Background: an optimization exercise with open tools, aiming at small area, a short achievable clock period and few clock cycles per item. Do not read the settings as production practice. In this exercise RTL edits were held to simulation tests only and were not proved equivalent to the original. Power and IR drop assume default switching activity.

==> flow/design.v <==
`timescale 1ns / 1ps
module csa_fa (
  input a, b, c,
  output s, co
);
  assign s = a ^ b ^ c;
  assign co = (a & b) | (a & c) | (b & c);
endmodule
module csa_ha (
  input a, b,
  output s, co
);
  assign s = a ^ b;
  assign co = a & b;
endmodule
`timescale 1ns / 1ps
module cube (
  input [7:0] x_bi,
  input [3:0] s_i,
  output [23:0] r1_o,
  output [16:0] r2_o,
  output cin_o
);
  wire [3:0] h = x_bi[7:4];
  wire [3:0] l = x_bi[3:0];
  wire [11:0] h3, l3;
  wire [9:0] h2x3, l2x3;
  assign h3[0] = h[0];
  assign h3[1] = (h[1] & h[0]);
  assign h3[2] = (h[2] & h[0]);
  assign h3[3] = (h[1] & ~h[0]) | (~h[3] & ~h[2] & h[1]) | (h[3] & h[2] & h[1]) | (~h[3] & h[2] & ~h[1] & h[0]) | (h[3] & ~h[2] & ~h[1] & h[0]);
  assign h3[4] = (h[3] & ~h[2] & h[0]) | (~h[3] & h[2] & h[1]) | (h[2] & ~h[1] & h[0]) | (~h[2] & h[1] & h[0]) | (h[2] & h[1] & ~h[0]);
  assign h3[5] = (h[3] & h[1]) | (~h[3] & h[2] & ~h[1] & h[0]);
  assign h3[6] = (~h[3] & h[2]) | (h[2] & ~h[1] & ~h[0]) | (h[3] & ~h[2] & h[1] & ~h[0]) | (h[3] & ~h[2] & ~h[1] & h[0]);
  assign h3[7] = (h[2] & h[1] & ~h[0]) | (h[3] & ~h[1] & h[0]) | (h[3] & h[1] & ~h[0]) | (h[3] & h[2] & ~h[0]);
  assign h3[8] = (h[2] & h[1] & h[0]) | (h[3] & ~h[2] & h[1]);
  assign h3[9] = (h[3] & ~h[0]) | (h[3] & ~h[2] & ~h[1]);
  assign h3[10] = (h[3] & h[1] & h[0]) | (h[3] & h[2] & ~h[1] & ~h[0]);
  assign h3[11] = (h[3] & h[2] & h[1]) | (h[3] & h[2] & h[0]);
  assign l3[0] = l[0];
  assign l3[1] = (l[1] & l[0]);
  assign l3[2] = (l[2] & l[0]);
  assign l3[3] = (l[1] & ~l[0]) | (~l[3] & ~l[2] & l[1]) | (l[3] & l[2] & l[1]) | (~l[3] & l[2] & ~l[1] & l[0]) | (l[3] & ~l[2] & ~l[1] & l[0]);
  assign l3[4] = (l[3] & ~l[2] & l[0]) | (~l[3] & l[2] & l[1]) | (l[2] & ~l[1] & l[0]) | (~l[2] & l[1] & l[0]) | (l[2] & l[1] & ~l[0]);
  assign l3[5] = (l[3] & l[1]) | (~l[3] & l[2] & ~l[1] & l[0]);
  assign l3[6] = (~l[3] & l[2]) | (l[2] & ~l[1] & ~l[0]) | (l[3] & ~l[2] & l[1] & ~l[0]) | (l[3] & ~l[2] & ~l[1] & l[0]);
  assign l3[7] = (l[2] & l[1] & ~l[0]) | (l[3] & ~l[1] & l[0]) | (l[3] & l[1] & ~l[0]) | (l[3] & l[2] & ~l[0]);
  assign l3[8] = (l[2] & l[1] & l[0]) | (l[3] & ~l[2] & l[1]);
  assign l3[9] = (l[3] & ~l[0]) | (l[3] & ~l[2] & ~l[1]);
  assign l3[10] = (l[3] & l[1] & l[0]) | (l[3] & l[2] & ~l[1] & ~l[0]);
  assign l3[11] = (l[3] & l[2] & l[1]) | (l[3] & l[2] & l[0]);
  assign h2x3[0] = h[0];
  assign h2x3[1] = h[0];
  assign h2x3[2] = (h[1] & ~h[0]);
  assign h2x3[3] = (h[1] & ~h[0]) | (~h[2] & h[1]) | (h[2] & ~h[1] & h[0]);
  assign h2x3[4] = (h[3] & ~h[1] & h[0]) | (h[2] & ~h[1] & ~h[0]) | (~h[3] & h[1] & h[0]);
  assign h2x3[5] = (h[3] & h[0]) | (~h[3] & h[2] & ~h[0]) | (h[3] & ~h[2] & h[1]) | (h[2] & ~h[1] & ~h[0]);
  assign h2x3[6] = (h[2] & h[1] & ~h[0]) | (h[3] & ~h[2] & ~h[1]) | (h[2] & ~h[1] & h[0]) | (h[3] & ~h[2] & h[0]);
  assign h2x3[7] = (h[3] & ~h[1]) | (h[2] & h[1] & h[0]);
  assign h2x3[8] = (h[3] & h[2] & ~h[1]) | (h[3] & ~h[2] & h[1]);
  assign h2x3[9] = (h[3] & h[2] & h[1]);
  assign l2x3[0] = l[0];
  assign l2x3[1] = l[0];
  assign l2x3[2] = (l[1] & ~l[0]);
  assign l2x3[3] = (l[1] & ~l[0]) | (~l[2] & l[1]) | (l[2] & ~l[1] & l[0]);
  assign l2x3[4] = (l[3] & ~l[1] & l[0]) | (l[2] & ~l[1] & ~l[0]) | (~l[3] & l[1] & l[0]);
  assign l2x3[5] = (l[3] & l[0]) | (~l[3] & l[2] & ~l[0]) | (l[3] & ~l[2] & l[1]) | (l[2] & ~l[1] & ~l[0]);
  assign l2x3[6] = (l[2] & l[1] & ~l[0]) | (l[3] & ~l[2] & ~l[1]) | (l[2] & ~l[1] & l[0]) | (l[3] & ~l[2] & l[0]);
  assign l2x3[7] = (l[3] & ~l[1]) | (l[2] & l[1] & l[0]);
  assign l2x3[8] = (l[3] & l[2] & ~l[1]) | (l[3] & ~l[2] & l[1]);
  assign l2x3[9] = (l[3] & l[2] & l[1]);
  wire hs0, hc0;
  csa_ha ha0 (.a(l3[9]), .b(h2x3[0] & l[1]), .s(hs0), .co(hc0));
  wire fs0, fc0;
  csa_fa fa0 (.a(l3[10]), .b(h2x3[0] & l[2]), .c(h2x3[1] & l[1]), .s(fs0), .co(fc0));
  wire hs1, hc1;
  csa_ha ha1 (.a(h2x3[2] & l[0]), .b(l2x3[3] & h[3]), .s(hs1), .co(hc1));
  wire fs1, fc1;
  csa_fa fa1 (.a(l3[11]), .b(h2x3[0] & l[3]), .c(h2x3[1] & l[2]), .s(fs1), .co(fc1));
  wire fs2, fc2;
  csa_fa fa2 (.a(h2x3[2] & l[1]), .b(h2x3[3] & l[0]), .c(l2x3[4] & h[3]), .s(fs2), .co(fc2));
  wire hs2, hc2;
  csa_ha ha2 (.a(l2x3[5] & h[2]), .b(l2x3[6] & h[1]), .s(hs2), .co(hc2));
  wire fs3, fc3;
  csa_fa fa3 (.a(h3[0]), .b(h2x3[1] & l[3]), .c(h2x3[2] & l[2]), .s(fs3), .co(fc3));
  wire fs4, fc4;
  csa_fa fa4 (.a(h2x3[3] & l[1]), .b(h2x3[4] & l[0]), .c(l2x3[5] & h[3]), .s(fs4), .co(fc4));
  wire fs5, fc5;
  csa_fa fa5 (.a(l2x3[6] & h[2]), .b(l2x3[7] & h[1]), .c(l2x3[8] & h[0]), .s(fs5), .co(fc5));
  wire fs6, fc6;
  csa_fa fa6 (.a(h3[1]), .b(h2x3[2] & l[3]), .c(h2x3[3] & l[2]), .s(fs6), .co(fc6));
  wire fs7, fc7;
  csa_fa fa7 (.a(h2x3[4] & l[1]), .b(h2x3[5] & l[0]), .c(l2x3[6] & h[3]), .s(fs7), .co(fc7));
  wire fs8, fc8;
  csa_fa fa8 (.a(l2x3[7] & h[2]), .b(l2x3[8] & h[1]), .c(l2x3[9] & h[0]), .s(fs8), .co(fc8));
  wire fs9, fc9;
  csa_fa fa9 (.a(h3[2]), .b(h2x3[3] & l[3]), .c(h2x3[4] & l[2]), .s(fs9), .co(fc9));
  wire fs10, fc10;
  csa_fa fa10 (.a(h2x3[5] & l[1]), .b(h2x3[6] & l[0]), .c(l2x3[7] & h[3]), .s(fs10), .co(fc10));
  wire hs3, hc3;
  csa_ha ha3 (.a(l2x3[8] & h[2]), .b(l2x3[9] & h[1]), .s(hs3), .co(hc3));
  wire fs11, fc11;
  csa_fa fa11 (.a(h3[3]), .b(h2x3[4] & l[3]), .c(h2x3[5] & l[2]), .s(fs11), .co(fc11));
  wire fs12, fc12;
  csa_fa fa12 (.a(h2x3[6] & l[1]), .b(h2x3[7] & l[0]), .c(l2x3[8] & h[3]), .s(fs12), .co(fc12));
  wire fs13, fc13;
  csa_fa fa13 (.a(h3[4]), .b(h2x3[5] & l[3]), .c(h2x3[6] & l[2]), .s(fs13), .co(fc13));
  wire hs4, hc4;
  csa_ha ha4 (.a(l3[7]), .b(l2x3[0] & h[3]), .s(hs4), .co(hc4));
  wire fs14, fc14;
  csa_fa fa14 (.a(l3[8]), .b(h2x3[0] & l[0]), .c(l2x3[1] & h[3]), .s(fs14), .co(fc14));
  wire hs5, hc5;
  csa_ha ha5 (.a(l2x3[2] & h[2]), .b(l2x3[3] & h[1]), .s(hs5), .co(hc5));
  wire fs15, fc15;
  csa_fa fa15 (.a(h2x3[1] & l[0]), .b(l2x3[2] & h[3]), .c(l2x3[3] & h[2]), .s(fs15), .co(fc15));
  wire fs16, fc16;
  csa_fa fa16 (.a(l2x3[4] & h[1]), .b(l2x3[5] & h[0]), .c(hs0), .s(fs16), .co(fc16));
  wire fs17, fc17;
  csa_fa fa17 (.a(l2x3[4] & h[2]), .b(l2x3[5] & h[1]), .c(l2x3[6] & h[0]), .s(fs17), .co(fc17));
  wire fs18, fc18;
  csa_fa fa18 (.a(hc0), .b(hs1), .c(fs0), .s(fs18), .co(fc18));
  wire fs19, fc19;
  csa_fa fa19 (.a(l2x3[7] & h[0]), .b(hc1), .c(hs2), .s(fs19), .co(fc19));
  wire fs20, fc20;
  csa_fa fa20 (.a(fc0), .b(fs1), .c(fs2), .s(fs20), .co(fc20));
  wire fs21, fc21;
  csa_fa fa21 (.a(hc2), .b(fc1), .c(fc2), .s(fs21), .co(fc21));
  wire fs22, fc22;
  csa_fa fa22 (.a(fs3), .b(fs4), .c(fs5), .s(fs22), .co(fc22));
  wire fs23, fc23;
  csa_fa fa23 (.a(fc3), .b(fc4), .c(fc5), .s(fs23), .co(fc23));
  wire fs24, fc24;
  csa_fa fa24 (.a(fs6), .b(fs7), .c(fs8), .s(fs24), .co(fc24));
  wire fs25, fc25;
  csa_fa fa25 (.a(hs3), .b(fc6), .c(fc7), .s(fs25), .co(fc25));
  wire fs26, fc26;
  csa_fa fa26 (.a(fc8), .b(fs10), .c(fs9), .s(fs26), .co(fc26));
  wire fs27, fc27;
  csa_fa fa27 (.a(l2x3[9] & h[2]), .b(hc3), .c(fc10), .s(fs27), .co(fc27));
  wire fs28, fc28;
  csa_fa fa28 (.a(fc9), .b(fs11), .c(fs12), .s(fs28), .co(fc28));
  wire fs29, fc29;
  csa_fa fa29 (.a(h2x3[7] & l[1]), .b(h2x3[8] & l[0]), .c(l2x3[9] & h[3]), .s(fs29), .co(fc29));
  wire fs30, fc30;
  csa_fa fa30 (.a(fc11), .b(fc12), .c(fs13), .s(fs30), .co(fc30));
  wire fs31, fc31;
  csa_fa fa31 (.a(h3[5]), .b(h2x3[6] & l[3]), .c(h2x3[7] & l[2]), .s(fs31), .co(fc31));
  wire fs32, fc32;
  csa_fa fa32 (.a(h2x3[8] & l[1]), .b(h2x3[9] & l[0]), .c(fc13), .s(fs32), .co(fc32));
  wire fs33, fc33;
  csa_fa fa33 (.a(h3[6]), .b(h2x3[7] & l[3]), .c(h2x3[8] & l[2]), .s(fs33), .co(fc33));
  wire hs6, hc6;
  csa_ha ha6 (.a(l3[6]), .b(l2x3[0] & h[2]), .s(hs6), .co(hc6));
  wire fs34, fc34;
  csa_fa fa34 (.a(l2x3[1] & h[2]), .b(l2x3[2] & h[1]), .c(l2x3[3] & h[0]), .s(fs34), .co(fc34));
  wire fs35, fc35;
  csa_fa fa35 (.a(l2x3[4] & h[0]), .b(hc4), .c(hs5), .s(fs35), .co(fc35));
  wire fs36, fc36;
  csa_fa fa36 (.a(hc5), .b(fc14), .c(fs15), .s(fs36), .co(fc36));
  wire fs37, fc37;
  csa_fa fa37 (.a(fc15), .b(fs17), .c(fc16), .s(fs37), .co(fc37));
  wire fs38, fc38;
  csa_fa fa38 (.a(fc17), .b(fs19), .c(fc18), .s(fs38), .co(fc38));
  wire fs39, fc39;
  csa_fa fa39 (.a(fc19), .b(fs21), .c(fc20), .s(fs39), .co(fc39));
  wire fs40, fc40;
  csa_fa fa40 (.a(fc21), .b(fs23), .c(fc22), .s(fs40), .co(fc40));
  wire fs41, fc41;
  csa_fa fa41 (.a(fc23), .b(fs25), .c(fc24), .s(fs41), .co(fc41));
  wire fs42, fc42;
  csa_fa fa42 (.a(fc25), .b(fs27), .c(fc26), .s(fs42), .co(fc42));
  wire fs43, fc43;
  csa_fa fa43 (.a(fs29), .b(fc27), .c(fc28), .s(fs43), .co(fc43));
  wire fs44, fc44;
  csa_fa fa44 (.a(fc29), .b(fs31), .c(fs32), .s(fs44), .co(fc44));
  wire fs45, fc45;
  csa_fa fa45 (.a(h2x3[9] & l[1]), .b(fc31), .c(fs33), .s(fs45), .co(fc45));
  wire fs46, fc46;
  csa_fa fa46 (.a(h3[7]), .b(h2x3[8] & l[3]), .c(h2x3[9] & l[2]), .s(fs46), .co(fc46));
  wire hs7, hc7;
  csa_ha ha7 (.a(l3[5]), .b(l2x3[0] & h[1]), .s(hs7), .co(hc7));
  wire fs47, fc47;
  csa_fa fa47 (.a(l2x3[1] & h[1]), .b(l2x3[2] & h[0]), .c(hs6), .s(fs47), .co(fc47));
  wire fs48, fc48;
  csa_fa fa48 (.a(hc6), .b(hs4), .c(fs34), .s(fs48), .co(fc48));
  wire fs49, fc49;
  csa_fa fa49 (.a(fc34), .b(fs14), .c(fs35), .s(fs49), .co(fc49));
  wire fs50, fc50;
  csa_fa fa50 (.a(fc35), .b(fs16), .c(fs36), .s(fs50), .co(fc50));
  wire fs51, fc51;
  csa_fa fa51 (.a(fc36), .b(fs18), .c(fs37), .s(fs51), .co(fc51));
  wire fs52, fc52;
  csa_fa fa52 (.a(fs20), .b(fc37), .c(fs38), .s(fs52), .co(fc52));
  wire fs53, fc53;
  csa_fa fa53 (.a(fs22), .b(fc38), .c(fs39), .s(fs53), .co(fc53));
  wire fs54, fc54;
  csa_fa fa54 (.a(fs24), .b(fc39), .c(fs40), .s(fs54), .co(fc54));
  wire fs55, fc55;
  csa_fa fa55 (.a(fs26), .b(fc40), .c(fs41), .s(fs55), .co(fc55));
  wire fs56, fc56;
  csa_fa fa56 (.a(fs28), .b(fc41), .c(fs42), .s(fs56), .co(fc56));
  wire fs57, fc57;
  csa_fa fa57 (.a(fs30), .b(fc42), .c(fs43), .s(fs57), .co(fc57));
  wire fs58, fc58;
  csa_fa fa58 (.a(fc30), .b(fc43), .c(fs44), .s(fs58), .co(fc58));
  wire fs59, fc59;
  csa_fa fa59 (.a(fc32), .b(fs45), .c(fc44), .s(fs59), .co(fc59));
  wire fs60, fc60;
  csa_fa fa60 (.a(fc33), .b(fs46), .c(fc45), .s(fs60), .co(fc60));
  wire fs61, fc61;
  csa_fa fa61 (.a(h3[8]), .b(h2x3[9] & l[3]), .c(fc46), .s(fs61), .co(fc61));
  wire hs8, hc8;
  csa_ha ha8 (.a(l3[0]), .b(s_i[0]), .s(hs8), .co(hc8));
  wire fs62, fc62;
  csa_fa fa62 (.a(s_i[1]), .b(hc8), .c(l3[1]), .s(fs62), .co(fc62));
  wire fs63, fc63;
  csa_fa fa63 (.a(s_i[2]), .b(l3[2]), .c(fc62), .s(fs63), .co(fc63));
  wire fs64, fc64;
  csa_fa fa64 (.a(s_i[3]), .b(l3[3]), .c(fc63), .s(fs64), .co(fc64));
  wire fs65, fc65;
  csa_fa fa65 (.a(l3[4]), .b(l2x3[0] & h[0]), .c(fc64), .s(fs65), .co(fc65));
  assign r1_o = {h3[11], h3[10], h3[9], fs61, fs60, fc58, fc57, fc56, fc55, fc54, fc53, fc52, fc51, fc50, fc49, fc48, fc47, hc7, l2x3[1] & h[0], fs65, fs64, fs63, fs62, hs8};
  assign r2_o = {fc61, fc60, fc59, fs59, fs58, fs57, fs56, fs55, fs54, fs53, fs52, fs51, fs50, fs49, fs48, fs47, hs7};
  assign cin_o = fc65;
endmodule
`timescale 1ns / 1ps
module sqrt(
  input [7:0] x_i,
  output reg [3:0] y_o
);
  integer k;
  always @(*) begin
    y_o = 4'd0;
    for (k = 1; k < 16; k = k + 1)
      if (x_i >= k * k) y_o = k;
  end
endmodule
`timescale 1ns / 1ps
module func(
	input clk_i,
	input rst_i,
	input start_i,
	input [7:0] a_i,
	input [7:0] b_i,
	input change_mode,
	output [1:0] busy_o,
	output [15:0] y_o
);
  reg [7:0] a;
  reg [3:0] root;
  reg busy;
  reg mode;
  reg cleared;
  reg [23:0] row1;
  reg [16:0] row2;
  reg row_c;
  wire next_c;
  wire [3:0] result_sqrt;
  wire [23:0] next1;
  wire [16:0] next2;
  wire [23:0] part_result;
  wire accept = start_i & ~busy;
  sqrt sqrt1(.x_i(b_i), .y_o(result_sqrt));
  cube cube1(.x_bi(a), .s_i(root), .r1_o(next1), .r2_o(next2), .cin_o(next_c));
  assign part_result = cleared ? 24'd0 : {row1[23:5] + {1'b0, 1'b0, row2[16], row2[15], row2[14], row2[13], row2[12], row2[11], row2[10], row2[9], row2[8], row2[7], row2[6], row2[5], row2[4], row2[3], row2[2], row2[1], row2[0]} + row_c, row1[4:0]};
  assign busy_o = {1'b0, busy};
  assign y_o[7:0] = mode ? part_result[23:16] : part_result[7:0];
  assign y_o[15:8] = mode ? 8'h00 : part_result[15:8];
  always @(posedge clk_i) begin
    row1 <= next1;
    row2 <= next2;
    row_c <= next_c;
    if (accept) begin
      a <= a_i;
      root <= result_sqrt;
    end
    if (rst_i) begin
      mode <= 1'b0;
      busy <= 1'b0;
      cleared <= 1'b1;
    end else begin
      if (change_mode) mode <= ~mode;
      busy <= accept;
      if (accept) cleared <= 1'b0;
    end
  end
endmodule
==> flow/run.sh <==
#!/bin/bash
# synth_recipe.tcl (not shown) runs the flow's synth.tcl, then flattens the netlist and writes it again
# the make line also repeats each setting of config.mk as NAME=value (left out here)
make -C /OpenROAD-flow-scripts/flow DESIGN_CONFIG=/design/flow/config.mk WORK_HOME=/design/flow/orfs CLKGATE_MAP_FILE= SYNTH_SCRIPT=/design/flow/synth_recipe.tcl finish
==> flow/config.mk <==
export PLATFORM = sky130hd
export DESIGN_NAME = func
export DESIGN_NICKNAME = func
export VERILOG_FILES = /design/flow/design.v
export SDC_FILE = /design/flow/constraint.sdc
export NUM_CORES = 4
export LEC_CHECK = 0
export CAP_MARGIN = 20
export CORE_MARGIN = 2
export CORE_UTILIZATION = 65
export CTS_BUF_LIST = sky130_fd_sc_hd__clkbuf_8
export CTS_CLUSTER_DIAMETER = 100
export CTS_CLUSTER_SIZE = 30
export PLACE_DENSITY = 0.75
export SETUP_SLACK_MARGIN = 1.5
export SLEW_MARGIN = 20
==> flow/constraint.sdc <==
create_clock -name core_clock -period 5.0 [get_ports {clk_i}]
set_input_delay 1.0000 -clock core_clock [delete_from_list [all_inputs] [get_ports {clk_i}]]
set_output_delay 1.0000 -clock core_clock [all_outputs]
set_load 0.01 [all_outputs]
==> flow_summary.yaml, run 1 <==
timing:
  drv_slew: 0
  holdWs_ns: 0.499
  rsz0062_at_grt: "true"
  fin_skew_ns: 0.0173
  finalCritPeriodShare: 0.738
  setup-tns-final_ns: 0
  timing.fmax_ghz: 0.271
  hold_viol_final: 0
  period_minus_slack_ns: 3.69
  finalSetupViolations: 0
status:
  status: "timing/DRC/antenna clean"
floorplan:
  rows: 32
  die_h_um: 92.9
  initial_core_util: 0.668
  dieArea_um2: 8630
  die_width_um: 92.9
  core-area_um2: 7690
  num_io_pins: 38
critical_path:
  arrival_ns: 2.69
  reg2reg_depth: 12
  slowest_stage: "fa_2"
  r2r-end: "row2[7]"
  critPathCapture: "y_o[2]"
  critPathKind: "register to output port"
  critPathCaptureType: "output port"
  worstReg2RegStart: "a[1]"
  reg2reg_slack_ns: 1.52
  cp_cell_sequence: "fa_2, buf_4, a211oi_4, o21ai_2, buf_6, a21boi_4, nor3b_2, or3_4, a22o_1, buf_2"
  max_stage_delay_ns: 0.40
  startpoint_type: "register"
  crit_fanout: 3
  cp_data_required_time_ns: 4.00
  crit_path_start: "row_c"
route:
  vias: 4340
  drt_iter0_markers: 312
  vias_per_cell: 5.78
  routedWlPerCell_um: 17.3
  first_pass_iters: 5
  finalWirelength_um: 13000
  drc_errors: 0
  ant_nets: 0
logic_synthesis:
  synthCells: 585
  yosys.area.top_type_share: 0.261
  ys_top_cells_by_count: "inv_1, nand2_1, fa_1"
  synth_most_common_cell: "inv_1"
  ys.flop_type: "dfxtp_1"
  synth_cell_types: 58
  synth_edf_count: 12
  yosys_warnings: 2
  syn_nets: 697
  seq_area_frac_synth: 0.245
  synth_area_leader_cell: "fa_1"
  synth-seq-cells: 57
  synth_area_leaders: "fa_1, dfxtp_1, inv_1"
  netlist_area_um2: 5140
  ys_async_sr_fraction: 0
  syn_avg_cell_area_um2: 8.78
layout:
  n_antenna_cell: 0
  post-route-util: 0.809
  regArea_um2: 1260
  multi_input_comb_area_um2: 3620
  area_delta_synth_final_pct: 21.0
  drive_above_1_share: 0.168
  fin_nets: 756
  fill_cells: 467
global_route:
  grt_max_degree: 23
  grt_pass1_wl_um: 21100
  grt_antenna_before_repair: 0
  grt-ovfl-total: 0
  grt_usage: 0.319
  grt_pass1_vias: 4290
power_and_ir_drop:
  irDropWorstVdd_mv: 0.178
  powerDensity_nw_per_um2: 419
  p_leak_nw: 2.94
  finalPower_w: 0.00260
clock_tree:
  cts_tree: "built"
  cts-buffers-inserted: 9
  clock_latency_ns: 0.34
  cts.sinks: 57
  ctsHtreeMaxLevel: 3
  cts_root_buffer: "clkbuf_8"
  clk_pin_slew_ns: 0.08
  clk_path_buf_depth: 2
min_path:
  hp-class: "register to register"
  hp-start: "root[0]"
place:
  place_congestion: 0.924
  place_hpwl_um: 8920
  io_buffers: 36
run:
  maxCapViolations: 0
[what timing repair did]
action                                  in CTS  in global routing
setup buffers                               16                 18
endpoints found under the setup margin      29                 25
pin swaps                                   13                  9
hold buffers                                 0                  0
resized for setup                           67                 24
[critical path: cells and delay by family (launching register included)]
family	cells	cell delay [ns]
DFF	1	0.33
adders and majority gates	1	0.40
buffers and inverters	3	0.46
AOI/OAI and AO/OA	4	0.78
and+or+nand+nor	2	0.39
[through the flow]
step                      std cells  setup WS, ns  cell area [um2]
after global placement          701          1.20             5550
final                           751          1.31             6220
after CTS                       733          1.33             5980
after floorplan                 585          1.68             5140
after global routing            751          1.20             6220
after detailed placement        701          1.14             5550
[state kept, by name, indices dropped and copies added, names as in the netlist]
signal and cells:
mode 1, row1 24, busy 1, row2 17, root 4, a 8
cleared 1, row_c 1
[metal layers]
| layer | GRT usage | vias up | wire (um) |
|---|---|---|---|
| met5 | 0 | - | 0 |
| met3 | 0.0675 | 50 | 1030 |
| met2 | 0.534 | 239 | 6300 |
| li1 | - | 1989 | - |
| met1 | 0.412 | 2062 | 5170 |
| met4 | 0.114 | 0 | 496 |
[cells by family after synthesis]
family / Yosys count / share of synthesized area
adders and majority gates: 92 / 0.322
AOI/OAI and AO/OA: 88 / 0.112
DFF: 57 / 0.245
other: 1 / 0.000730
xor gates and xnor gates: 21 / 0.0358
and+or+nand+nor: 195 / 0.179
muxes: 6 / 0.0124
buffers and inverters: 125 / 0.0930
[placed cells by master (no fill, tap or decap), types with 3 or more instances in the layout]
master	netlist	layout
or3_1	7	5
ha_1	25	21
a21oi_1	28	27
o21a_1	5	5
o21ai_0	15	15
edfxtp_1	12	12
or2_2	5	5
clkdlybuf4s50_1	0	21
clkbuf_8	0	9
inv_1	98	97
and3_1	7	7
nor2b_1	8	7
buf_4	2	34
a211oi_1	5	4
dlymetal6s2s_1	0	3
nand3_1	11	10
dfxtp_1	45	44
xor2_1	12	12
buf_2	1	8
o31ai_1	4	4
ha_4	0	3
nand4_1	4	4
mux2i_1	3	3
nor2_1	44	43
fa_1	67	65
nand2_1	73	72
xnor2_1	9	7
nor3_1	12	10
nand2b_1	6	6
a21o_1	3	3
and2_1	12	12
mux2_2	3	3
[layout make-up]
class | count | area share
Timing Repair Buffer | 74 | 0.102
Tap cell | 102 | 0.0205
Clock buffer | 9 | 0.0199
Inverter | 99 | 0.0600
Clock inverter | 7 | 0.0123
Sequential cell | 57 | 0.203
Multi-Input combinational cell | 403 | 0.582
[how the worst min path moves through the flow]
stage	to	slack [ns]	cells after the start
CTS	row1[0]	0.49	1
floorplan	row1[0]	0.44	1
global placement	row1[0]	0.47	1
finish	row1[0]	0.50	1
detailed placement	row1[0]	0.46	1
global route	row1[0]	0.51	1
[power by group]
part / internal [W] / switching, W / leakage (nW)
sequential: 0.000591 / 0.0000701 / 0.490
clock: 0.000234 / 0.000211 / 0.101
combinational: 0.000650 / 0.000847 / 2.35
total: 0.00147 / 0.00113 / 2.94
Testbench counts, summed over its fixed seeds: cycles 3,200, items 1,600.
==> run 2, diff against run 1 <==
--- a/flow/design.v
+++ b/flow/design.v
@@ -255,6 +255,7 @@
   reg [16:0] row2;
   reg row_c;
   wire next_c;
+  wire [19:0] hi_sum = {row1[23:5], 1'b1} + {1'b0, 1'b0, row2[16], row2[15], row2[14], row2[13], row2[12], row2[11], row2[10], row2[9], row2[8], row2[7], row2[6], row2[5], row2[4], row2[3], row2[2], row2[1], row2[0], row_c};
   wire [3:0] result_sqrt;
   wire [23:0] next1;
   wire [16:0] next2;
@@ -262,7 +263,7 @@
   wire accept = start_i & ~busy;
   sqrt sqrt1(.x_i(b_i), .y_o(result_sqrt));
   cube cube1(.x_bi(a), .s_i(root), .r1_o(next1), .r2_o(next2), .cin_o(next_c));
-  assign part_result = cleared ? 24'd0 : {row1[23:5] + {1'b0, 1'b0, row2[16], row2[15], row2[14], row2[13], row2[12], row2[11], row2[10], row2[9], row2[8], row2[7], row2[6], row2[5], row2[4], row2[3], row2[2], row2[1], row2[0]} + row_c, row1[4:0]};
+  assign part_result = cleared ? 24'd0 : {hi_sum[19:1], row1[4:0]};
   assign busy_o = {1'b0, busy};
   assign y_o[7:0] = mode ? part_result[23:16] : part_result[7:0];
   assign y_o[15:8] = mode ? 8'h00 : part_result[15:8];
--- a/flow/config.mk
+++ b/flow/config.mk
@@ -8,9 +8,6 @@
 export CAP_MARGIN = 20
 export CORE_MARGIN = 2
 export CORE_UTILIZATION = 65
-export CTS_BUF_LIST = sky130_fd_sc_hd__clkbuf_8
-export CTS_CLUSTER_DIAMETER = 100
-export CTS_CLUSTER_SIZE = 30
 export PLACE_DENSITY = 0.75
-export SETUP_SLACK_MARGIN = 1.5
+export SETUP_SLACK_MARGIN = 1.9
 export SLEW_MARGIN = 20
==> flow_summary.yaml, run 2 <==
clock_tree:
  hold_buffers: 0
  cts_root_buffer: "clkbuf_8"
  clock_latency_ns: 0.36
  cts_tree: "built"
  cts-buffers-inserted: 9
  clk_path_buf_depth: 2
  clk_pin_slew_ns: 0.07
  ctsHtreeMaxLevel: 3
  cts.sinks: 57
critical_path:
  cp_data_required_time_ns: 4.00
  critPathKind: "register to output port"
  crit_fanout: 3
  arrival_ns: 2.76
  reg2reg_depth: 11
  critPathCaptureType: "output port"
  startpoint_type: "register"
  reg2reg_slack_ns: 1.39
layout:
  reg.largest.list: "row1 (24), row2 (17), a (8)"
  fin_nets: 792
  drive_above_1_share: 0.382
  largest_register_ffs: 24
  regMostFlops: "row1"
  area_delta_synth_final_pct: 38.1
  n_antenna_cell: 0
  layout_common_cells: "inv_1, buf_4, nand2_1, fa_1, dfxtp_1"
  final_common_cell: "inv_1"
timing:
  timing.fmax_ghz: 0.266
  period_minus_slack_ns: 3.76
  hold_viol_final: 0
  finalCritPeriodShare: 0.752
  slew_headroom: 0.609
  tightest_slew_ns: 0.586
  rsz0062_at_grt: "true"
  fin_skew_ns: 0.00975
  setup-tns-final_ns: 0
  drv_slew: 0
  finalSetupViolations: 0
logic_synthesis:
  synth_area_leader_cell: "fa_1"
  ys_async_sr_fraction: 0
  ys.flop_type: "dfxtp_1"
  yosys.area.top_type_share: 0.257
  yosys_warnings: 2
  synth_most_common_cell: "inv_1"
  seq_area_frac_synth: 0.246
  synth-seq-cells: 57
  syn_nets: 689
  synth_edf_count: 12
  ys_top_cells_by_count: "inv_1, nand2_1, fa_1"
  synthCells: 577
  synth_cell_types: 59
  synth_area_leaders: "fa_1, dfxtp_1, edfxtp_1"
  netlist_area_um2: 5140
  syn_avg_cell_area_um2: 8.90
route:
  vias_per_cell: 6.87
  drc_errors: 0
  vias: 5396
  drt_iter0_markers: 617
  first_pass_iters: 6
  routedWlPerCell_um: 26.4
  finalWirelength_um: 20800
  ant_nets: 0
global_route:
  grt-ovfl-total: 0
  grt_antenna_before_repair: 0
  grt_pass1_wl_um: 25900
  grt_max_degree: 16
  grt_usage: 0.399
  grt_pass1_vias: 4956
floorplan:
  initial_core_util: 0.668
  die_width_um: 92.9
  die_h_um: 92.9
  num_io_pins: 38
  dieArea_um2: 8630
  core-area_um2: 7690
  rows: 32
power_and_ir_drop:
  p_leak_nw: 3.17
  finalPower_w: 0.00302
  powerDensity_nw_per_um2: 425
  irDropWorstVdd_mv: 0.247
place:
  place_congestion: 0.967
  io_buffers: 36
  place_hpwl_um: 8840
min_path:
  hp-class: "register to register"
  holdPathStages: 1
status:
  status: "timing/DRC/antenna clean"
run:
  maxCapViolations: 0
run 2: changes by cell type in the layout (fill, tap and decap cells not counted), sizes merged, moves of 4 or more:
cell,change
a21o,+5
a31oi,+4
buf,+54
inv,-10
nand2,-5
nor2,-15
o211ai,+4
o21ai,+8
o31ai,-4
run 2: cells by family after synthesis:
| kind of cell | count (synthesis) | synth area share |
|---|---|---|
| xor gates and xnor gates | 18 | 0.0307 |
| muxes | 6 | 0.0124 |
| AOI/OAI and AO/OA | 97 | 0.124 |
| buffers and inverters | 122 | 0.0921 |
| and+or+nand+nor | 184 | 0.174 |
| adders and majority gates | 92 | 0.321 |
| DFF | 57 | 0.246 |
| other | 1 | 0.000730 |
run 2: report_power, final:
group | internal, W | total, W | switching [W]
combinational | 0.000865 | 0.00189 | 0.00103
clock | 0.000233 | 0.000428 | 0.000195
sequential | 0.000597 | 0.000697 | 0.0000994
run 2: final timing paths:
path / from / endpoint
max: row1[6] / y_o[4]
min: root[0] / row1[0]
max reg2reg: a[1] / row2[9]
min reg2reg: root[0] / row1[0]
run 2: timing repair:
| action | in CTS | in global routing |
|---|---|---|
| cloned | 0 | 0 |
| pin swaps | 66 | 65 |
| resized for setup | 178 | 88 |
| setup endpoints to repair | 38 | 32 |
| buffers inserted | 57 | 24 |
run 2: stage by stage:
step / worst slack, ns / utilization / hold WS, ns / instances / cell area, um2
CTS: 1.44 / 0.862 / 0.553 / 762 / 6630
finish: 1.24 / 0.923 / 0.595 / 786 / 7090
global route: 1.20 / 0.923 / 0.586 / 786 / 7090
floorplan: 1.87 / - / 0.437 / 577 / 5230
detailed placement: 1.25 / 0.727 / 0.537 / 690 / 5590
global placement: 1.31 / 0.727 / 0.553 / 690 / 5590
run 2: layout make-up:
type	instances	area, um2
clock buffer	13	180
fill	274	596
multi-input combinational	398	4080
inverter	93	368
sequential	57	1280
timing repair buffer	121	1040
clock inverter	2	10.0
tap	102	128
run 2: critical path, stage by stage (launching register included):
cell and delay (ns):
dfxtp_2 0.34, ha_4 0.30, a21oi_4 0.07, or3b_4 0.40, a211o_4 0.37, buf_6 0.12
a311o_1 0.28, o311ai_1 0.33, buf_2 0.20
run 2: routing by layer:
layer | GRT usage | wire length (um)
met1 | 0.476 | 6470
met2 | 0.663 | 9420
met5 | 0 | 0
met4 | 0.239 | 2590
met3 | 0.0846 | 2310
Testbench counts of run 2, summed over its fixed seeds: cycles 3,200, items 1,600.
==> run 3, diff against run 2 <==
--- a/flow/config.mk
+++ b/flow/config.mk
@@ -9,5 +9,5 @@
 export CORE_MARGIN = 2
 export CORE_UTILIZATION = 65
 export PLACE_DENSITY = 0.75
-export SETUP_SLACK_MARGIN = 1.9
+export SETUP_SLACK_MARGIN = 1.5
 export SLEW_MARGIN = 20
==> flow_summary.yaml, run 3 <==
layout:
  fin_nets: 745
  final_common_cell: "inv_1"
  regMostFlops: "row1"
  layout_common_cells: "inv_1, nand2_1, fa_1, dfxtp_1, buf_4"
  fill_cells: 511
  n_antenna_cell: 0
  post-route-util: 0.808
  largest_register_ffs: 24
  reg.largest.list: "row1 (24), row2 (17), a (8)"
  area_delta_synth_final_pct: 20.9
  drive_above_1_share: 0.180
route:
  vias: 4339
  finalWirelength_um: 13200
  first_pass_iters: 5
  vias_per_cell: 5.86
  drc_errors: 0
  routedWlPerCell_um: 17.8
  drt_iter0_markers: 240
  ant_nets: 0
min_path:
  hp-class: "register to register"
  holdPathStages: 1
  hp-start: "root[0]"
  min_to: "row1[0]"
critical_path:
  arrival_ns: 2.51
  r2r-end: "row2[8]"
  critPathCaptureType: "output port"
  slowest_stage: "dfxtp_1"
  critPathKind: "register to output port"
  reg2reg_depth: 11
  max_stage_delay_ns: 0.33
  crit_fanout: 4
  cp_data_required_time_ns: 4.00
  cp_cell_sequence: "ha_4, nand4_1, buf_6, nor4_4, o41ai_4, buf_4, a21oi_2, xnor2_1, o21ai_0, buf_2"
  worstReg2RegStart: "a[1]"
  startpoint_type: "register"
  reg2reg_slack_ns: 1.57
logic_synthesis:
  ys_top_cells_by_count: "inv_1, nand2_1, fa_1"
  syn_nets: 689
  syn_avg_cell_area_um2: 8.90
  synth_area_leader_cell: "fa_1"
  synth_cell_types: 59
  synth_most_common_cell: "inv_1"
  ys.flop_type: "dfxtp_1"
  synth_area_leaders: "fa_1, dfxtp_1, edfxtp_1"
  synthCells: 577
  yosys.area.top_type_share: 0.257
  yosys_warnings: 2
  synth_edf_count: 12
  synth-seq-cells: 57
  seq_area_frac_synth: 0.246
  ys_async_sr_fraction: 0
  netlist_area_um2: 5140
floorplan:
  rows: 32
  dieArea_um2: 8630
  core-area_um2: 7690
  num_io_pins: 38
  initial_core_util: 0.668
  die_h_um: 92.9
  die_width_um: 92.9
clock_tree:
  cts-buffers-inserted: 9
  cts_root_buffer: "clkbuf_8"
  clk_pin_slew_ns: 0.07
  clock_latency_ns: 0.34
  cts.sinks: 57
  ctsHtreeMaxLevel: 3
  clk_path_buf_depth: 2
  cts_tree: "built"
  hold_buffers: 0
global_route:
  grt_pass1_wl_um: 20400
  grt-ovfl-total: 0
  use_met1: 0.404
  grt_busiest_layer: "met2"
  grt_max_degree: 19
  grt_antenna_before_repair: 0
  grt_util_met2: 0.509
  grt_use_met3: 0.0570
  grt_pass1_vias: 4294
  grt_usage: 0.308
timing:
  tightest_slew_ns: 0.682
  rsz0062_at_grt: "true"
  hold_viol_final: 0
  period_minus_slack_ns: 3.51
  finalSetupViolations: 0
  fin_ws_ns: 1.49
  drv_slew: 0
  timing.fmax_ghz: 0.285
  setup-tns-final_ns: 0
  slew_headroom: 0.544
  finalCritPeriodShare: 0.702
  fin_skew_ns: 0.00936
power_and_ir_drop:
  finalPower_w: 0.00250
  powerDensity_nw_per_um2: 403
  p_leak_nw: 2.89
  irDropWorstVdd_mv: 0.216
place:
  place_hpwl_um: 9170
  post-place-ws_ns: 1.05
  place_congestion: 0.913
  io_buffers: 36
run:
  maxCapViolations: 0
status:
  status: "timing/DRC/antenna clean"
[run 3: cell counts after synthesis]
Identical to the previous run, type by type.
[run 3: cells by family (layout without fill, tap and decap cells)]
kind of cell             count (synthesis)  after routing  share of synthesized area
XOR/XNOR                                18             18                     0.0307
multiplexers                             6              6                     0.0124
other                                    1              1                   0.000730
AND/OR/NAND/NOR                        184            184                      0.174
buffers and inverters                  122            183                     0.0921
AO/OA/AOI/OAI                           97             97                      0.124
adder cells (fa/ha/maj)                 92             92                      0.321
flip-flops                              57             57                      0.246
[run 3: layer usage]
metal	share of wire	up-vias
li1	-	1984
met1	0.40	2067
met2	0.49	244
met3	0.080	44
met4	0.031	0
met5	0	-
[run 3: cell type report]
| class | instances | area, um2 | area share |
|---|---|---|---|
| clock buffers | 11 | 151 | 0.0244 |
| clock inverters | 5 | 28.8 | 0.00463 |
| inverters | 93 | 349 | 0.0562 |
| well taps | 102 | 128 | 0.0205 |
| multi-input cells | 398 | 3680 | 0.592 |
| repair buffers | 74 | 603 | 0.0971 |
| flip-flops and latches | 57 | 1270 | 0.205 |
[run 3: worst max-delay path by stage]
| stage | start | endpoint | slack, ns | cells after the start |
|---|---|---|---|---|
| 3_5_place_dp | a[4] | row2[9] | 1.05 | 11 |
| 5_1_grt | row2[6] | y_o[3] | 1.40 | 10 |
| 4_1_cts | row1[9] | y_o[4] | 1.48 | 7 |
| 6_report | row2[6] | y_o[3] | 1.49 | 10 |
| 3_3_place_gp | row1[11] | y_o[7] | 1.22 | 8 |
| 2_1_floorplan | a[5] | row2[10] | 1.67 | 10 |
[run 3: report_power, final]
part | internal, W | leakage [nW] | switching, W
clock | 0.000204 | 0.0954 | 0.000185
sequential | 0.000592 | 0.492 | 0.0000757
combinational | 0.000677 | 2.31 | 0.000770
[run 3: repair_timing]
| action | CTS | global route |
|---|---|---|
| endpoints found under the setup margin | 27 | 22 |
| gates resized for setup | 77 | 26 |
| pin swaps | 14 | 15 |
| setup buffers | 17 | 16 |
[run 3: stage by stage]
| stage | hold WS, ns | cells | instance area (um2) |
|---|---|---|---|
| floorplan | 0.437 | 577 | 5140 |
| global placement | 0.529 | 691 | 5540 |
| detailed placement | 0.523 | 691 | 5540 |
| CTS | 0.543 | 724 | 6020 |
| global route | 0.555 | 740 | 6210 |
| finish | 0.545 | 740 | 6210 |
[run 3: worst max-delay path, delay by kind of cell (launching register included)]
| family | cells | cell delay, ns |
|---|---|---|
| AO/OA/AOI/OAI | 3 | 0.48 |
| XOR/XNOR | 1 | 0.08 |
| adder cells (fa/ha/maj) | 1 | 0.29 |
| buffers and inverters | 3 | 0.51 |
| flip-flops | 1 | 0.33 |
| AND/OR/NAND/NOR | 2 | 0.48 |
==> run 4, diff against run 3 <==
--- a/flow/config.mk
+++ b/flow/config.mk
@@ -11,3 +11,5 @@
 export PLACE_DENSITY = 0.75
 export SETUP_SLACK_MARGIN = 1.5
 export SLEW_MARGIN = 20
+export SYNTH_HIERARCHICAL = 1
+export SYNTH_MINIMUM_KEEP_SIZE = 0
==> flow_summary.yaml, run 4 <==
status:
  status: "timing/DRC/antenna clean"
global_route:
  grt_pass1_wl_um: 20200
  grt_pass1_vias: 4136
  grt_busiest_layer: "met2"
  grt_usage: 0.299
  grt-ovfl-total: 0
  grt_util_met2: 0.482
  use_met1: 0.398
  grt_max_degree: 26
  grt_use_met3: 0.0535
  grt_antenna_before_repair: 0
timing:
  finalCritPeriodShare: 0.746
  holdWs_ns: 0.492
  setup-tns-final_ns: 0
  tightest_slew_ns: 0.522
  period_minus_slack_ns: 3.73
  fin_skew_ns: 0.0118
  finalSetupViolations: 0
  rsz0062_at_grt: "true"
  drv_slew: 0
  timing.fmax_ghz: 0.268
  hold_viol_final: 0
  slew_headroom: 0.652
power_and_ir_drop:
  clock_power_share: 0.176
  p_comb_frac: 0.563
  internal-power_w: 0.00144
  p_sw_w: 0.00102
  pwr-share-seq: 0.261
  powerDensity_nw_per_um2: 418
  finalPower_w: 0.00246
  irDropWorstVdd_mv: 0.205
  p_sw_frac: 0.415
  p_leak_nw: 2.67
logic_synthesis:
  ys.flop_type: "dfxtp_1"
  synthCells: 551
  synth_edf_count: 12
  ys_top_cells_by_count: "fa_1, nor2_1, buf_4"
  seq_area_frac_synth: 0.236
  synth_cell_types: 63
  synth-simple-area-share: 0.176
  synth_most_common_cell: "fa_1"
  ys_async_sr_fraction: 0
  netlist_area_um2: 5340
  yosys.area.top_type_share: 0.251
  synth-seq-cells: 57
  syn_nets: 664
  synth_area_leaders: "fa_1, dfxtp_1, edfxtp_1"
  synth_fa_ha_area_frac: 0.312
  synthXorXnorAreaFrac: 0.0345
  yosys_warnings: 8
  synth_mux_area_frac: 0.00938
  syn_avg_cell_area_um2: 9.68
  synth_compound_area_frac: 0.136
  synth_area_leader_cell: "fa_1"
  synth_top_family_by_area: "adder cells"
critical_path:
  cp_cell_sequence: "fa_2, a21o_1, a21o_1, a2111o_1, a41o_1, a21oi_2, mux2i_1, nand2_1, clkdlybuf4s15_2"
  slowest_stage: "a2111o_1"
  critPathCaptureType: "output port"
  startpoint_type: "register"
  cp_data_required_time_ns: 4.00
  crit_path_frequent_cell: "a21o_1"
  max_stage_delay_ns: 0.43
  arrival_ns: 2.73
  crit_fanout: 4
  critPathKind: "register to output port"
clock_tree:
  clk_path_buf_depth: 2
  ctsHtreeMaxLevel: 3
  clk_pin_slew_ns: 0.07
  cts-buffers-inserted: 9
  cts.sinks: 57
  cts_root_buffer: "clkbuf_8"
  clock_latency_ns: 0.34
  cts_tree: "built"
layout:
  largest_register_ffs: 24
  drive_above_1_share: 0.155
  final_common_cell: "fa_1"
  layout_common_cells: "fa_1, nor2_1, dfxtp_1, and2_1"
  reg.largest.list: "row1 (24), row2 (17), a (8)"
  fin_nets: 677
  final_area_um2: 5900
  final_cell_count_no_fill: 674
  regMostFlops: "row1"
  n_antenna_cell: 0
  area_delta_synth_final_pct: 10.5
floorplan:
  num_io_pins: 38
  die_width_um: 94.6
  dieArea_um2: 8950
  die_h_um: 94.6
  initial_core_util: 0.659
  core-area_um2: 8090
  rows: 33
place:
  place_congestion: 0.932
  place_hpwl_um: 9170
  io_buffers: 36
  numPlacedInstances: 628
  place_area_um2: 5390
route:
  vias_per_cell: 5.96
  ant_nets: 0
  vias: 4015
  finalWirelength_um: 12600
  routedWlPerCell_um: 18.6
  drt_iter0_markers: 253
  first_pass_iters: 6
  drc_errors: 0
run:
  maxCapViolations: 0
min_path:
  hp-class: "register to register"
==> run 4: changes by cell type after synthesis, moves of 10 or more <==
cell,delta
inv_1,-78
buf_4,+45
nand2_1,-38
and2_1,+22
nor2_1,+21
clkbuf_1,-18
buf_2,+10
==> run 4: worst paths after layout <==
check             endpoint  startpoint  slack, ns  cells after the start
setup / recovery    y_o[2]       row_c       1.27                      9
hold / removal     row1[0]     root[0]       0.49                      1
setup reg to reg  row2[10]        a[4]       1.60                      8
hold reg to reg    row1[0]     root[0]       0.49                      1
==> run 4: power by group through the flow <==
stage	clock network [W]	logic (W)	registers (W)
finish	0.000433	0.00139	0.000644
floorplan	0	0.00103	0.000629
CTS	0.000437	0.00130	0.000649
global route	0.000458	0.00152	0.000656
detailed placement	0	0.00116	0.000664
global placement	0	0.00114	0.000662
==> run 4: what timing repair did <==
item | CTS | global route
gates resized for setup | 56 | 6
endpoints found under the setup margin | 25 | 25
setup buffers | 17 | 13
hold buffers | 0 | 0
cloned | 0 | 0
pin swaps | 14 | 2
==> run 4: cell type report <==
cell class                      count  area (um2)
Multi-Input combinational cell    412        3680
Fill cell                         639        2190
Sequential cell                    57        1260
Timing Repair Buffer               67         567
Clock buffer                       10         128
Tap cell                          105         131
Clock inverter                      6        66.3
Inverter                           17        63.8
==> run 4: stage by stage <==
stage | util | setup WS, ns
finish | 0.729 | 1.27
global route | 0.729 | 1.20
CTS | 0.714 | 1.30
detailed placement | 0.667 | 1.16
global placement | 0.667 | 1.22
floorplan | - | 1.75
==> run 4: logic make-up (layout without fill, tap and decap cells) <==
family          Yosys count  in the layout
xor+xnor                 21             21
other cells               1              1
mux                       5              5
simple gates            181            181
buf+inv                  82            100
compound gates          111            111
flops                    57             57
fa+ha+maj                93             93
==> run 4: routing by layer <==
| metal | wire length, um | up-vias |
|---|---|---|
| met1 | 5360 | 1940 |
| met5 | 0 | - |
| met3 | 787 | 41 |
| li1 | - | 1853 |
| met4 | 473 | 0 |
| met2 | 5950 | 181 |
==> run 4: worst max-delay path, delay by kind of cell, from the launching register on <==
family | cells | cell delay (ns)
muxes | 1 | 0.22
and+or+nand+nor | 1 | 0.08
AOI/OAI and AO/OA | 5 | 1.15
DFF | 1 | 0.33
buffers and inverters | 1 | 0.23
adders and majority gates | 1 | 0.38
==> run 4: modules after synthesis, one instance, submodules excluded <==
| module | copies in the design | flops+latches | cells inside |
|---|---|---|---|
| func | 1 | 57 | 229 |
| sqrt | 1 | 0 | 35 |
| csa_fa | 66 | 0 | 1 |
| cube | 1 | 0 | 212 |
| csa_ha | 9 | 0 | 1 |
==> run 5, diff against run 4 <==
--- a/flow/design.v
+++ b/flow/design.v
@@ -250,7 +250,9 @@
   reg [3:0] root;
   reg busy;
   reg mode;
-  reg cleared;
+  reg show_hi, show_lo;
+  wire cleared = ~(show_hi | show_lo);
+  wire next_mode = mode ^ change_mode;
   reg [23:0] row1;
   reg [16:0] row2;
   reg row_c;
@@ -263,10 +265,10 @@
   wire accept = start_i & ~busy;
   sqrt sqrt1(.x_i(b_i), .y_o(result_sqrt));
   cube cube1(.x_bi(a), .s_i(root), .r1_o(next1), .r2_o(next2), .cin_o(next_c));
-  assign part_result = cleared ? 24'd0 : {hi_sum[19:1], row1[4:0]};
+  assign part_result = {hi_sum[19:1], row1[4:0]};
   assign busy_o = {1'b0, busy};
-  assign y_o[7:0] = mode ? part_result[23:16] : part_result[7:0];
-  assign y_o[15:8] = mode ? 8'h00 : part_result[15:8];
+  assign y_o[7:0] = ({8{show_hi}} & part_result[23:16]) | ({8{show_lo}} & part_result[7:0]);
+  assign y_o[15:8] = {8{show_lo}} & part_result[15:8];
   always @(posedge clk_i) begin
     row1 <= next1;
     row2 <= next2;
@@ -278,11 +280,13 @@
     if (rst_i) begin
       mode <= 1'b0;
       busy <= 1'b0;
-      cleared <= 1'b1;
+      show_hi <= 1'b0;
+      show_lo <= 1'b0;
     end else begin
-      if (change_mode) mode <= ~mode;
+      mode <= next_mode;
       busy <= accept;
-      if (accept) cleared <= 1'b0;
+      show_hi <= next_mode & (accept | ~cleared);
+      show_lo <= ~next_mode & (accept | ~cleared);
     end
   end
 endmodule
--- a/flow/config.mk
+++ b/flow/config.mk
@@ -11,5 +11,3 @@
 export PLACE_DENSITY = 0.75
 export SETUP_SLACK_MARGIN = 1.5
 export SLEW_MARGIN = 20
-export SYNTH_HIERARCHICAL = 1
-export SYNTH_MINIMUM_KEEP_SIZE = 0
==> flow_summary.yaml, run 5 <==
floorplan:
  core-area_um2: 7730
  rows: 32
  die_h_um: 93.5
  dieArea_um2: 8750
  initial_core_util: 0.674
  die_width_um: 93.5
  num_io_pins: 38
min_path:
  hp-class: "register to register"
  holdPathStages: 1
  hp-start: "root[0]"
  min_to: "row1[0]"
timing:
  timing.fmax_ghz: 0.277
  hold_viol_final: 0
  setup-tns-final_ns: 0
  fin_skew_ns: 0.0212
  drv_slew: 0
  finalSetupViolations: 0
  rsz0062_at_grt: "true"
  finalCritPeriodShare: 0.722
  slew_headroom: 0.654
  period_minus_slack_ns: 3.61
  tightest_slew_ns: 0.520
clock_tree:
  cts-buffers-inserted: 9
  cts_tree: "built"
  hold_buffers: 0
  ctsHtreeMaxLevel: 3
  cts_root_buffer: "clkbuf_8"
  clock_latency_ns: 0.34
  cts.sinks: 58
  clk_pin_slew_ns: 0.07
  clk_path_buf_depth: 2
route:
  first_pass_iters: 4
  vias: 4217
  drc_errors: 0
  finalWirelength_um: 12500
  vias_per_cell: 5.72
  ant_nets: 0
  routedWlPerCell_um: 17.0
  drt_iter0_markers: 264
logic_synthesis:
  syn_avg_cell_area_um2: 9.15
  seq_area_frac_synth: 0.246
  synth-simple-area-share: 0.167
  yosys.area.top_type_share: 0.254
  netlist_area_um2: 5210
  synth_area_leaders: "fa_1, dfxtp_1, edfxtp_1"
  synthXorXnorAreaFrac: 0.0370
  synth_fa_ha_area_frac: 0.318
  synth_area_leader_cell: "fa_1"
  synth_mux_area_frac: 0.0118
  syn_nets: 681
  ys_top_cells_by_count: "inv_1, fa_1, nand2_1"
  synth_edf_count: 12
  synth_cell_types: 58
  ys.flop_type: "dfxtp_1"
  ys_async_sr_fraction: 0
  synth_top_family_by_area: "adder cells"
  synthCells: 569
  synth_compound_area_frac: 0.129
  synth-seq-cells: 58
  yosys_warnings: 2
  synth_most_common_cell: "inv_1"
global_route:
  grt-ovfl-total: 0
  grt_max_degree: 30
  grt_antenna_before_repair: 0
  grt_pass1_wl_um: 20100
  grt_usage: 0.304
  grt_pass1_vias: 4173
critical_path:
  critPathKind: "register to output port"
  arrival_ns: 2.61
  cp_cell_sequence: "fa_2, a21oi_4, nand4b_1, buf_4, a211oi_4, buf_4, buf_6, nor3b_4, nand2_1, o211ai_1, buf_2"
  critPathCaptureType: "output port"
  startpoint_type: "register"
  worstReg2RegStart: "a[5]"
  crit_path_frequent_cell: "buf_4"
  crit_fanout: 2
  reg2reg_depth: 9
  r2r-end: "row2[10]"
  cp_data_required_time_ns: 4.00
  max_stage_delay_ns: 0.41
  reg2reg_slack_ns: 1.58
  slowest_stage: "fa_2"
layout:
  fill_cells: 477
  area_delta_synth_final_pct: 21.5
  regArea_um2: 1290
  final_common_cell: "inv_1"
  largest_register_ffs: 24
  regMostFlops: "row1"
  multi_input_comb_area_um2: 3700
  n_antenna_cell: 0
  drive_above_1_share: 0.167
  reg.largest.list: "row1 (24), row2 (17), a (8)"
  final_cell_count_no_fill: 737
  layout_common_cells: "inv_1, fa_1, nand2_1, dfxtp_1, buf_4"
  fin_nets: 742
place:
  place_hpwl_um: 8760
  numPlacedInstances: 684
  place_congestion: 0.915
  io_buffers: 36
power_and_ir_drop:
  powerDensity_nw_per_um2: 421
  p_leak_nw: 2.97
  irDropWorstVdd_mv: 0.236
status:
  status: "timing/DRC/antenna clean"
run:
  maxCapViolations: 0
-- run 5: layout make-up --
| cell class | count | share of cell area |
|---|---|---|
| timing repair buffer | 76 | 0.102 |
| clock inverter | 6 | 0.0128 |
| multi-input combinational | 391 | 0.585 |
| inverter | 94 | 0.0557 |
| tap | 102 | 0.0202 |
| sequential | 58 | 0.204 |
| clock buffer | 10 | 0.0202 |
-- run 5: worst max-delay path: cells and delay by family (launching register included) --
kind                       cells  cell delay [ns]
buffers and inverters          4             0.60
AOI/OAI and AO/OA              3             0.40
DFF                            1             0.33
adders and majority gates      1             0.41
and+or+nand+nor                3             0.54
-- run 5: what timing repair did --
| action | 4_1_cts | 5_1_grt |
|---|---|---|
| hold endpoints to repair | 0 | 0 |
| pin swaps | 13 | 12 |
| resized for setup | 44 | 38 |
| buffers inserted | 17 | 20 |
| endpoints found under the setup margin | 27 | 23 |
-- run 5: how the worst max path moves through the flow --
stage | from | to | slack [ns] | cells after the start
after detailed placement | a[2] | row2[8] | 1.06 | 12
final | row1[5] | y_o[4] | 1.39 | 11
after global placement | a[4] | row2[9] | 1.22 | 11
after floorplan | a[0] | row2[8] | 1.73 | 12
after global routing | row1[5] | y_o[4] | 1.29 | 11
after CTS | row2[12] | y_o[6] | 1.34 | 9
-- run 5: power by group --
part | switching (W) | leakage [nW] | internal [W] | total [W]
Sequential | 0.0000770 | 0.500 | 0.000602 | 0.000679
Clock | 0.000198 | 0.105 | 0.000278 | 0.000476
Combinational | 0.000823 | 2.36 | 0.000687 | 0.00151
-- run 5: cell families (layout without fill, tap and decap cells) --
logic type | after synthesis | after routing
compound gates | 95 | 95
xor+xnor | 22 | 22
fa+ha+maj | 93 | 93
buf+inv | 120 | 186
flops | 58 | 58
mux | 6 | 6
other cells | 1 | 1
simple gates | 174 | 174
-- run 5: through the flow --
stage	area, um2	hold slack (ns)	setup slack (ns)	util	power (W)
floorplan	5210	0.437	1.73	-	0.00156
global placement	5610	0.478	1.22	0.725	0.00185
detailed placement	5610	0.491	1.06	0.725	0.00189
CTS	6050	0.504	1.34	0.783	0.00248
global route	6330	0.506	1.29	0.819	0.00285
finish	6330	0.499	1.39	0.819	0.00266
-- run 5: layer usage --
layer | part of all wire | track usage | up-vias
li1 | - | - | 1959
met1 | 0.40 | 0.396 | 2045
met2 | 0.49 | 0.506 | 171
met3 | 0.064 | 0.0612 | 42
met4 | 0.037 | 0.110 | 0
met5 | 0 | 0 | -
Testbench counts of run 5, summed over its fixed seeds: cycles 3,200, items 1,600.
==> run 6, diff against run 5 <==
--- a/flow/config.mk
+++ b/flow/config.mk
@@ -11,3 +11,5 @@
 export PLACE_DENSITY = 0.75
 export SETUP_SLACK_MARGIN = 1.5
 export SLEW_MARGIN = 20
+export SYNTH_HIERARCHICAL = 1
+export SYNTH_MINIMUM_KEEP_SIZE = 0
==> flow_summary.yaml, run 6 <==
route:
  finalWirelength_um: 12500
  ant_nets: 0
  first_pass_iters: 4
  drc_errors: 0
  drt_iter0_markers: 159
  routedWlPerCell_um: 19.1
  vias: 3909
  vias_per_cell: 5.99
layout:
  n_antenna_cell: 0
  fill_cells: 520
  reg.largest.list: "row1 (24), row2 (17), a (8)"
  layout_common_cells: "fa_1, and2_1, dfxtp_1, buf_4, nor2_1"
  largest_register_ffs: 24
  fin_nets: 659
  multi_input_comb_area_um2: 3830
  area_delta_synth_final_pct: 14.8
  final_cell_count_no_fill: 653
  final_common_cell: "fa_1"
  regArea_um2: 1290
  regMostFlops: "row1"
  drive_above_1_share: 0.203
logic_synthesis:
  syn_avg_cell_area_um2: 10.1
  synth_area_leaders: "fa_1, dfxtp_1, edfxtp_1"
  seq_area_frac_synth: 0.241
  yosys.area.top_type_share: 0.252
  netlist_area_um2: 5320
  synthCells: 527
  yosys_warnings: 8
  synth_most_common_cell: "fa_1"
  synth_cell_types: 69
  synth_edf_count: 12
  synth_area_leader_cell: "fa_1"
  ys_top_cells_by_count: "fa_1, buf_4, dfxtp_1"
  syn_nets: 640
  synth-seq-cells: 58
  ys_async_sr_fraction: 0
  ys.flop_type: "dfxtp_1"
global_route:
  grt_pass1_wl_um: 19900
  grt_antenna_before_repair: 0
  grt_max_degree: 19
  grt_pass1_vias: 4008
  grt_usage: 0.299
  grt-ovfl-total: 0
clock_tree:
  cts.sinks: 58
  clock_latency_ns: 0.34
  hold_buffers: 0
  cts_root_buffer: "clkbuf_8"
  clk_pin_slew_ns: 0.08
  cts_tree: "built"
  cts-buffers-inserted: 9
  ctsHtreeMaxLevel: 3
  clk_path_buf_depth: 2
critical_path:
  max_stage_delay_ns: 0.34
  critPathCaptureType: "output port"
  arrival_ns: 2.55
  cp_data_required_time_ns: 4.00
  startpoint_type: "register"
  cp_cell_sequence: "ha_4, nand3_1, nor3b_2, nor2_2, o31a_1, buf_4, xnor2_2, a22o_1, dlygate4sd2_1"
  crit_buf_inv: 2
  crit_fanout: 5
  slowest_stage: "dfxtp_1"
  critPathKind: "register to output port"
  critPathTopFamily: "compound AO/OA/AOI/OAI gates"
timing:
  drv_slew: 0
  setup-tns-final_ns: 0
  slew_headroom: 0.602
  finalSetupViolations: 0
  rsz0062_at_grt: "true"
  period_minus_slack_ns: 3.55
  fin_skew_ns: 0.0156
  finalCritPeriodShare: 0.711
  hold_viol_final: 0
  tightest_slew_ns: 0.596
  holdWs_ns: 0.481
  timing.fmax_ghz: 0.281
place:
  place_congestion: 0.946
  io_buffers: 36
  numPlacedInstances: 603
  place_hpwl_um: 8760
floorplan:
  num_io_pins: 38
  core-area_um2: 7810
  initial_core_util: 0.681
  rows: 32
  die_h_um: 94.4
  die_width_um: 94.4
  dieArea_um2: 8920
run:
  maxCapViolations: 0
power_and_ir_drop:
  p_leak_nw: 2.65
  powerDensity_nw_per_um2: 417
  irDropWorstVdd_mv: 0.200
min_path:
  hp-class: "register to register"
status:
  status: "timing/DRC/antenna clean"
## run 6: report_power, final
group | leakage, nW | internal [W] | switching [W] | total [W]
registers | 0.500 | 0.000599 | 0.0000842 | 0.000683
clock network | 0.0980 | 0.000213 | 0.000200 | 0.000413
logic | 2.05 | 0.000686 | 0.000762 | 0.00145
total | 2.65 | 0.00150 | 0.00105 | 0.00254
## run 6: path summary, 6_finish.rpt
path,from,slack (ns),cells after the start,to
worst max-delay path,row2[5],1.45,9,y_o[2]
worst max register to register,a[5],1.60,8,row2[9]
worst min register to register,root[0],0.48,1,row1[0]
worst min-delay path,root[0],0.48,1,row1[0]
## run 6: what timing repair did
action,CTS,global route
buffers inserted,17,17
pin swaps,19,10
resized for setup,52,19
endpoints found under the setup margin,24,18
## run 6: cell families after synthesis
logic type | after synthesis | share of synthesized area
other cells | 1 | 0.000705
mux | 6 | 0.0113
simple gates | 164 | 0.169
fa+ha+maj | 94 | 0.316
buf+inv | 76 | 0.0899
flops | 58 | 0.241
compound gates | 103 | 0.132
xor+xnor | 25 | 0.0412
## run 6: per-module statistics from Yosys (local to each module, per instance)
| module | copies in the design | flip-flops and latches |
|---|---|---|
| func | 1 | 58 |
| cube | 1 | 0 |
| sqrt | 1 | 0 |
| csa_fa | 66 | 0 |
| csa_ha | 9 | 0 |
## run 6: area by class of cell
type,instances,share of cell area
Clock inverter,6,0.00779
Tap cell,102,0.0209
Sequential cell,58,0.211
Multi-Input combinational cell,393,0.627
Clock buffer,10,0.0244
Inverter,13,0.00861
Timing Repair Buffer,71,0.0999
## run 6: layer usage
metal	up-vias	track usage	share of wire
met1	1900	0.380	0.41
met5	-	0	0
li1	1790	-	-
met2	182	0.490	0.48
met3	37	0.0503	0.066
met4	0	0.162	0.039
## run 6: worst register-to-register path, cell delays in order, from the launching register on
cell      delay [ns]
edfxtp_1        0.59
buf_4           0.23
xor2_1          0.15
a22o_1          0.23
and2_1          0.19
fa_1            0.43
fa_1            0.47
fa_1            0.55
fa_1            0.43
## run 6: stage by stage
| stage | total power [W] | setup slack (ns) | area [um2] | util |
|---|---|---|---|---|
| 6_report | 0.00254 | 1.45 | 6100 | 0.781 |
| 3_3_place_gp | 0.00181 | 1.29 | 5380 | 0.689 |
| 5_1_grt | 0.00272 | 1.36 | 6100 | 0.781 |
| 3_5_place_dp | 0.00183 | 1.31 | 5380 | 0.689 |
| 4_1_cts | 0.00247 | 1.46 | 5930 | 0.760 |
| 2_1_floorplan | 0.00167 | 1.85 | 5320 | - |
==> run 7, diff against run 6 <==
--- a/flow/config.mk
+++ b/flow/config.mk
@@ -9,7 +9,7 @@
 export CORE_MARGIN = 2
 export CORE_UTILIZATION = 65
 export PLACE_DENSITY = 0.75
-export SETUP_SLACK_MARGIN = 1.5
+export SETUP_SLACK_MARGIN = 1.65
 export SLEW_MARGIN = 20
 export SYNTH_HIERARCHICAL = 1
 export SYNTH_MINIMUM_KEEP_SIZE = 0
==> flow_summary.yaml, run 7 <==
critical_path:
  arrival_ns: 2.41
  startpoint_type: "register"
  critPathCaptureType: "output port"
  slowest_stage: "dfxtp_2"
  cp_data_required_time_ns: 4.00
  crit_fanout: 4
  max_stage_delay_ns: 0.34
  critPathKind: "register to output port"
  cp_cell_sequence: "ha_4, o211ai_1, o211ai_2, a21boi_2, o221ai_2, buf_4, xor2_4, a22o_1, clkbuf_2"
route:
  vias_per_cell: 5.94
  vias: 3903
  finalWirelength_um: 12900
  first_pass_iters: 7
  drc_errors: 0
  ant_nets: 0
layout:
  layout_common_cells: "fa_1, and2_1, dfxtp_1, buf_4, nor2_1"
  regMostFlops: "row1"
  area_delta_synth_final_pct: 16.0
  final_area_um2: 6170
  n_antenna_cell: 0
  fin_nets: 663
power_and_ir_drop:
  p_leak_nw: 2.67
  powerDensity_nw_per_um2: 422
  irDropWorstVdd_mv: 0.185
logic_synthesis:
  synth-seq-cells: 58
  seq_area_frac_synth: 0.241
  syn_avg_cell_area_um2: 10.1
  yosys_warnings: 8
  synth_area_leaders: "fa_1, dfxtp_1, edfxtp_1"
  ys_async_sr_fraction: 0
  yosys.area.top_type_share: 0.252
  syn_nets: 640
  ys.flop_type: "dfxtp_1"
  synth_most_common_cell: "fa_1"
  synth_edf_count: 12
  synth_area_leader_cell: "fa_1"
  ys_top_cells_by_count: "fa_1, buf_4, dfxtp_1"
  netlist_area_um2: 5320
global_route:
  grt-ovfl-total: 0
  grt_antenna_before_repair: 0
  grt_pass1_wl_um: 20300
  grt_usage: 0.306
  grt_max_degree: 19
  grt_pass1_vias: 4100
clock_tree:
  hold_buffers: 0
  clock_latency_ns: 0.35
  cts_tree: "built"
  cts.sinks: 58
  ctsHtreeMaxLevel: 3
  clk_pin_slew_ns: 0.08
  clk_path_buf_depth: 2
place:
  place_hpwl_um: 8760
  place_congestion: 0.946
  place_area_um2: 5380
  io_buffers: 36
floorplan:
  dieArea_um2: 8920
  num_io_pins: 38
  die_h_um: 94.4
  initial_core_util: 0.681
status:
  status: "timing/DRC/antenna clean"
timing:
  drv_slew: 0
  fin_skew_ns: 0.0119
  holdWs_ns: 0.491
  finalSetupViolations: 0
  slew_headroom: 0.609
  period_minus_slack_ns: 3.41
  setup-tns-final_ns: 0
  finalCritPeriodShare: 0.683
  timing.fmax_ghz: 0.293
run:
  maxCapViolations: 0
min_path:
  hp-class: "register to register"
## run 7: changes by cell type in the layout (fill, tap and decap cells not counted), moves of 2 or more
cell | before | now
a21oi_2 | 5 | 8
dfxtp_1 | 42 | 39
clkdlybuf4s50_1 | 24 | 21
dlygate4sd2_1 | 5 | 2
a21oi_1 | 23 | 20
buf_6 | 0 | 2
dfxtp_4 | 1 | 3
buf_12 | 0 | 2
clkbuf_2 | 2 | 4
buf_2 | 1 | 6
## run 7: critical path: cells and delay by family (launching register included)
kind	cells	cell delay (ns)
compound gates	5	0.97
xor+xnor	1	0.19
fa+ha+maj	1	0.26
buf+inv	2	0.30
flops	1	0.34
## run 7: cell families (layout without fill, tap and decap cells)
group | count (synthesis) | count (layout) | share of synthesized area
other | 1 | 1 | 0.000705
buffers and inverters | 76 | 104 | 0.0899
and+or+nand+nor | 164 | 164 | 0.169
muxes | 6 | 6 | 0.0113
DFF | 58 | 58 | 0.241
AOI/OAI and AO/OA | 103 | 103 | 0.132
xor gates and xnor gates | 25 | 25 | 0.0412
adders and majority gates | 94 | 94 | 0.316
## run 7: final cells by class
type / count / area, um2
multi-input combinational: 393 / 3860
timing repair buffer: 75 / 638
tap: 102 / 128
clock inverter: 6 / 47.5
inverter: 13 / 50.0
fill: 490 / 1640
sequential: 58 / 1300
clock buffer: 10 / 149
## run 7: what timing repair did
item / CTS / global route
setup endpoints to repair: 31 / 23
gates resized for setup: 82 / 24
buffers inserted: 28 / 10
pin swaps: 27 / 19
## run 7: stage by stage
stage,worst slack (ns),instances,util,total power [W]
after floorplan,1.85,527,-,0.00167
after global placement,1.29,603,0.689,0.00181
after detailed placement,1.31,603,0.689,0.00183
after CTS,1.50,647,0.775,0.00253
after global routing,1.53,657,0.790,0.00278
final,1.59,657,0.790,0.00260
## run 7: final timing paths
check	from	endpoint	slack, ns	cells past startpoint
setup / recovery	row1[6]	y_o[3]	1.59	9
hold reg to reg	root[0]	row1[0]	0.49	1
setup reg to reg	a[7]	row2[9]	1.71	8
hold / removal	root[0]	row1[0]	0.49	1
## run 7: per-module statistics from Yosys, one instance, submodules excluded
module	times used	area [um2]
csa_fa	66	20.0
csa_ha	9	12.5
cube	1	1300
func	1	2420
sqrt	1	163
## run 7: metal layers
layer / part of all wire / vias to the layer above / track usage
li1: - / 1792 / -
met1: 0.40 / 1895 / 0.381
met5: 0 / - / 0
met3: 0.069 / 33 / 0.0511
met4: 0.038 / 0 / 0.158
met2: 0.49 / 183 / 0.515
## run 7: report_power, final
part	internal, W	switching (W)
clock	0.000213	0.000206
combinational	0.000720	0.000785
sequential	0.000600	0.0000791
total	0.00153	0.00107

Re-timed with assumed drivers on the ports (clkbuf_16 on the clock, buf_2 on other inputs), run 7 has 1.551 ns of setup slack against 1.586 ns with ideal ports, and 1.708 ns once port delays also move by the mid clock arrival of 0.375 ns.
